From an optimization exercise on the open Yosys and OpenROAD flow, aimed at small area; shortcuts taken in it are not production practice. Only simulation tests tie the RTL to the original design; equivalence was not proved. Power is estimated from default activity; no workload was simulated.

## job 101
==> flow/design.v <==
module totd_40mhz(
		  input [1:0]  ENABLE40,
		  input        CLK120,
		  input        RST,
		  input [11:0] ADC0,
		  input [11:0] ADC1,
		  input [11:0] ADC2,
		  input [11:0] THRES0,
		  input [11:0] THRES1,
		  input [11:0] THRES2,
		  input [11:0] UP0,
		  input [11:0] UP1,
		  input [11:0] UP2,
		  input [2:0]  TRIG_ENABLE,
		  input [1:0]  MULTIPLICITY,
                  input [6:0]  OCCUPANCY,
                  input [5:0]  FD,
                  input [5:0]  FN,
                  input [11:0] INT,
		  output reg   TRIG
		  );
   wire ph_cap = (ENABLE40 == 2'd1);    
   wire ph_p0  = (ENABLE40 == 2'd2);    
   wire ph_p1  = (ENABLE40 == 2'd0);    
   reg [11:0] cap_x, cap_y, cap_z;
   reg        cap_v;                    
   always @(posedge CLK120) begin
      cap_z <= ADC2;
      cap_y <= ph_cap ? ADC1 : cap_z;
      cap_x <= ph_cap ? ADC0 : cap_y;
      if (ph_cap) cap_v <= !RST;
   end
   wire        sr = RST | !cap_v;        
   wire [11:0] x  = cap_x;
   reg [11:0] ap1, ap2, ap3;             
   reg [17:0] bl1, bl2, bl3;             
   reg [19:0] ia1, ia2, ia3;             
   reg        ic1, ic2, ic3;             
   reg [7:0]  oc1, oc2, oc3;             
   wire [11:0] y   = ap3;
   wire [17:0] bo  = bl3;
   wire [19:0] ao  = ia3;
   wire        co  = ic3;
   wire [7:0]  occ = oc3;
   reg [382:0] qline;
   reg [365:0] gline;
   reg [8:0]   cnt;                      
   reg [6:0]   wc;                       
   always @(posedge CLK120) begin
      if (RST)
        cnt <= 0;
      else if (cnt != 9'd383)
        cnt <= cnt + 1'b1;
   end
   wire g21  = gline[20]  & (cnt >= 9'd21);
   wire g366 = gline[365] & (cnt >= 9'd366);
   wire win_in  = qline[22]  & (cnt >= 9'd23);
   wire win_out = qline[382] & (cnt == 9'd383) & (wc == 7'd121);
   wire [17:0] dec_a = y * FD;
   wire [18:0] dec_b = {1'b0, x, 6'b0} - {1'b0, dec_a};
   reg  [17:0] dec_c;
   always @(posedge CLK120)
     dec_c <= (sr | dec_b[18]) ? 18'd0 : dec_b[17:0];
   wire [23:0] dec_p = dec_c * FN;
   wire [23:0] dec_e = dec_p + 24'd512;
   wire [11:0] dec_y = dec_e[22] ? 12'd4095 : dec_e[21:10];
   wire [11:0] thr = ph_p1 ? THRES0 : ph_cap ? THRES1 : THRES2;
   wire [11:0] up  = ph_p1 ? UP0    : ph_cap ? UP1    : UP2;
   wire        en  = ph_p1 ? TRIG_ENABLE[0] : ph_cap ? TRIG_ENABLE[1]
                   : TRIG_ENABLE[2];
   wire        qn  = en && (thr < dec_y) && (up >= dec_y);
   wire [19:0] delta = {2'b00, y, 6'b0} - {2'b00, bo};
   wire [19:0] ia_a  = (ao[19] | g366) ? 20'd0 :
                       co ? {1'b0, INT, 1'b0, 6'b0} : ao;
   wire        gn    = !sr && (ia_a[19:6] > {2'b00, INT});
   wire        cn    = ia_a[19:6] > {1'b0, INT, 1'b0};
   wire [19:0] ia_b  = ia_a + delta;
   wire [19:0] ia_c  = ia_b[19] ? 20'd0 :
                       ia_b - (ao[19] ? 20'd0 : 20'd32);
   wire [18:0] bd   = {1'b0, x, 6'b0} - {1'b0, bo};
   wire        bneg = bd[18];
   wire        xnz  = |x;
   wire gt64 = !bneg && (|bd[17:7] || (bd[6] && |bd[5:0]));
   wire gt32 = !bneg && (|bd[17:6] || (bd[5] && |bd[4:0]));
   wire lt64 = bneg && !(&bd[17:6]);
   wire lt32 = bneg && !(&bd[17:5]);
   wire bc1 = (&bo[17:6]) ? xnz : gt64;                     
   wire bc2 = (&bo[17:5]) ? xnz : gt32;                     
   wire bc3 = !bneg && (|bd[17:0]);                         
   wire bc4 = (~|bo[17:6]) ? !((&x) && (bo == 18'd0)) : lt64;  
   wire bc5 = (~|bo[17:5]) | lt32;                          
   wire bc6 = bneg;                                         
   wire       bup  = bc1 | bc2 | bc3;
   wire       bdn  = !bup & (bc4 | bc5 | bc6);
   wire [2:0] bmag = bc1 ? 3'd4 : bc2 ? 3'd2 : bc3 ? 3'd1 :
                     bc4 ? 3'd4 : bc5 ? 3'd2 : bc6 ? 3'd1 : 3'd0;
   wire [17:0] bn  = bo + (bdn ? -{15'd0, bmag} : {15'd0, bmag});
   wire       clr  = TRIG;              
   wire [7:0] occn = occ + win_in - win_out;
   wire       sbn  = !sr && (occ > {1'b0, OCCUPANCY}) && g21;
   always @(posedge CLK120) begin
      ap1 <= sr ? 12'd0 : x;
      bl1 <= sr ? 18'd0 : bn;
      ia1 <= sr ? 20'd0 : ia_c;
      ic1 <= sr ? 1'b0  : cn;
      oc1 <= (sr | clr) ? 8'd0 : occn;
      {ap3, ap2} <= {ap2, ap1};
      {bl3, bl2} <= {bl2, bl1};
      {ia3, ia2} <= {ia2, ia1};
      {ic3, ic2} <= {ic2, ic1};
      {oc3, oc2} <= {oc2, oc1};
      qline <= {qline[381:0], qn};
      gline <= {gline[364:0], gn};
   end
   always @(posedge CLK120) begin
      if (RST)
        wc <= 0;
      else if (ph_cap) begin
         if (clr)
           wc <= 7'd1;
         else if (wc != 7'd121)
           wc <= wc + 1'b1;
      end
   end
   reg sb_d1, sb_d2;
   reg trig_m, trig_now, trig_prev;
   always @(posedge CLK120) begin
      sb_d1 <= sbn;
      sb_d2 <= sb_d1;
      if (RST) begin
         trig_m <= 0;
         trig_now <= 0;
         trig_prev <= 0;
         TRIG <= 0;
      end else if (ph_cap) begin
         trig_m <= ({1'b0, sb_d2} + {1'b0, sb_d1} + {1'b0, sbn} >= MULTIPLICITY)
                   && (MULTIPLICITY != 2'd0);
         trig_now <= trig_m;
         trig_prev <= trig_now;
         TRIG <= trig_now && !trig_prev;
      end
   end
endmodule
Settings: LEC_CHECK=0, CAP_MARGIN=20, CORE_MARGIN=2, CORE_UTILIZATION=45, SLEW_MARGIN=20; clock period 8.3 ns.
run.sh (not shown) runs the stock make flow with config.mk's settings and CLKGATE_MAP_FILE= SYNTH_SCRIPT=/design/flow/synth_recipe.tcl, a recipe that flattens the netlist after the stock synthesis.
Job 101: no failed stages, no open violations at the end
What job 102 does differently from job 101 at the input level:
--- a/flow/design.v
+++ b/flow/design.v
@@ -74,30 +74,27 @@
                        co ? {1'b0, INT, 1'b0, 6'b0} : ao;
    wire        gn    = !sr && (ia_a[19:6] > {2'b00, INT});
    wire        cn    = ia_a[19:6] > {1'b0, INT, 1'b0};
    wire [19:0] ia_b  = ia_a + delta;
    wire [19:0] ia_c  = ia_b[19] ? 20'd0 :
                        ia_b - (ao[19] ? 20'd0 : 20'd32);
-   wire [18:0] bd   = {1'b0, x, 6'b0} - {1'b0, bo};
-   wire        bneg = bd[18];
-   wire        xnz  = |x;
-   wire gt64 = !bneg && (|bd[17:7] || (bd[6] && |bd[5:0]));
-   wire gt32 = !bneg && (|bd[17:6] || (bd[5] && |bd[4:0]));
-   wire lt64 = bneg && !(&bd[17:6]);
-   wire lt32 = bneg && !(&bd[17:5]);
-   wire bc1 = (&bo[17:6]) ? xnz : gt64;                     
-   wire bc2 = (&bo[17:5]) ? xnz : gt32;                     
-   wire bc3 = !bneg && (|bd[17:0]);                         
-   wire bc4 = (~|bo[17:6]) ? !((&x) && (bo == 18'd0)) : lt64;  
-   wire bc5 = (~|bo[17:5]) | lt32;                          
-   wire bc6 = bneg;                                         
-   wire       bup  = bc1 | bc2 | bc3;
-   wire       bdn  = !bup & (bc4 | bc5 | bc6);
-   wire [2:0] bmag = bc1 ? 3'd4 : bc2 ? 3'd2 : bc3 ? 3'd1 :
-                     bc4 ? 3'd4 : bc5 ? 3'd2 : bc6 ? 3'd1 : 3'd0;
-   wire [17:0] bn  = bo + (bdn ? -{15'd0, bmag} : {15'd0, bmag});
+   wire [17:0] adcl = {x, 6'b0};
+   wire [17:0] b_p1 = bo + 18'd64;
+   wire [17:0] b_ph = bo + 18'd32;
+   wire [17:0] b_m1 = bo - 18'd64;
+   wire [17:0] b_mh = bo - 18'd32;
+   reg  [17:0] bn;
+   always @(*) begin
+      if (adcl > b_p1)      bn = bo + 18'd4;
+      else if (adcl > b_ph) bn = bo + 18'd2;
+      else if (adcl > bo)   bn = bo + 18'd1;
+      else if (adcl < b_m1) bn = bo - 18'd4;
+      else if (adcl < b_mh) bn = bo - 18'd2;
+      else if (adcl < bo)   bn = bo - 18'd1;
+      else                  bn = bo;
+   end
    wire       clr  = TRIG;              
    wire [7:0] occn = occ + win_in - win_out;
    wire       sbn  = !sr && (occ > {1'b0, OCCUPANCY}) && g21;
    always @(posedge CLK120) begin
       ap1 <= sr ? 12'd0 : x;
       bl1 <= sr ? 18'd0 : bn;
==> comparison <==
Between job 101 and job 102, the final critical-path share of the clock period figures differ only marginally. Job 102: routed wire length is 16% higher than what job 101 reported. Compared with job 101, job 102 shows a die area that is 3.0% higher. Standard cell area after detailed placement, job 101 and job 102: larger value in job 102. Between job 101 and job 102, the flow reports die outline height increasing slightly. The total chip power reported for job 102 is greater than that of job 101 by about 4%. Job 102 has initial cell density of the core above what job 101 had. Job 101 -> job 102: wire length of the first global-routing pass increased by more than 10%.

## re-timing with driven ports
The flow's constraints put no driver on any port. The routed layouts listed below were extracted and timed again, unchanged, in two steps. Step 1 assumes that a clkbuf_16 drives the clock port and a buf_2 every other input. Step 2 moves the port delays by t, midway between the first and last clock arrival at a register: inputs arrive t later, outputs are due t later. That takes back most of the time a late clock gives input paths. a / b / c = ideal ports / drivers / drivers and shift; a / b = the first two.
run	shift t [ns]	setup WS [ns]	worst setup path after step 2
job 101	0.688	0.699 / 0.725 / 0.037	input to register
job 102	0.693	0.691 / 0.720 / 0.028	input to register
After both steps every run listed still meets setup and hold. For job 102, which loses most, drivers alone change the setup slack by +0.029 ns; drivers and shift together by -0.663 ns.
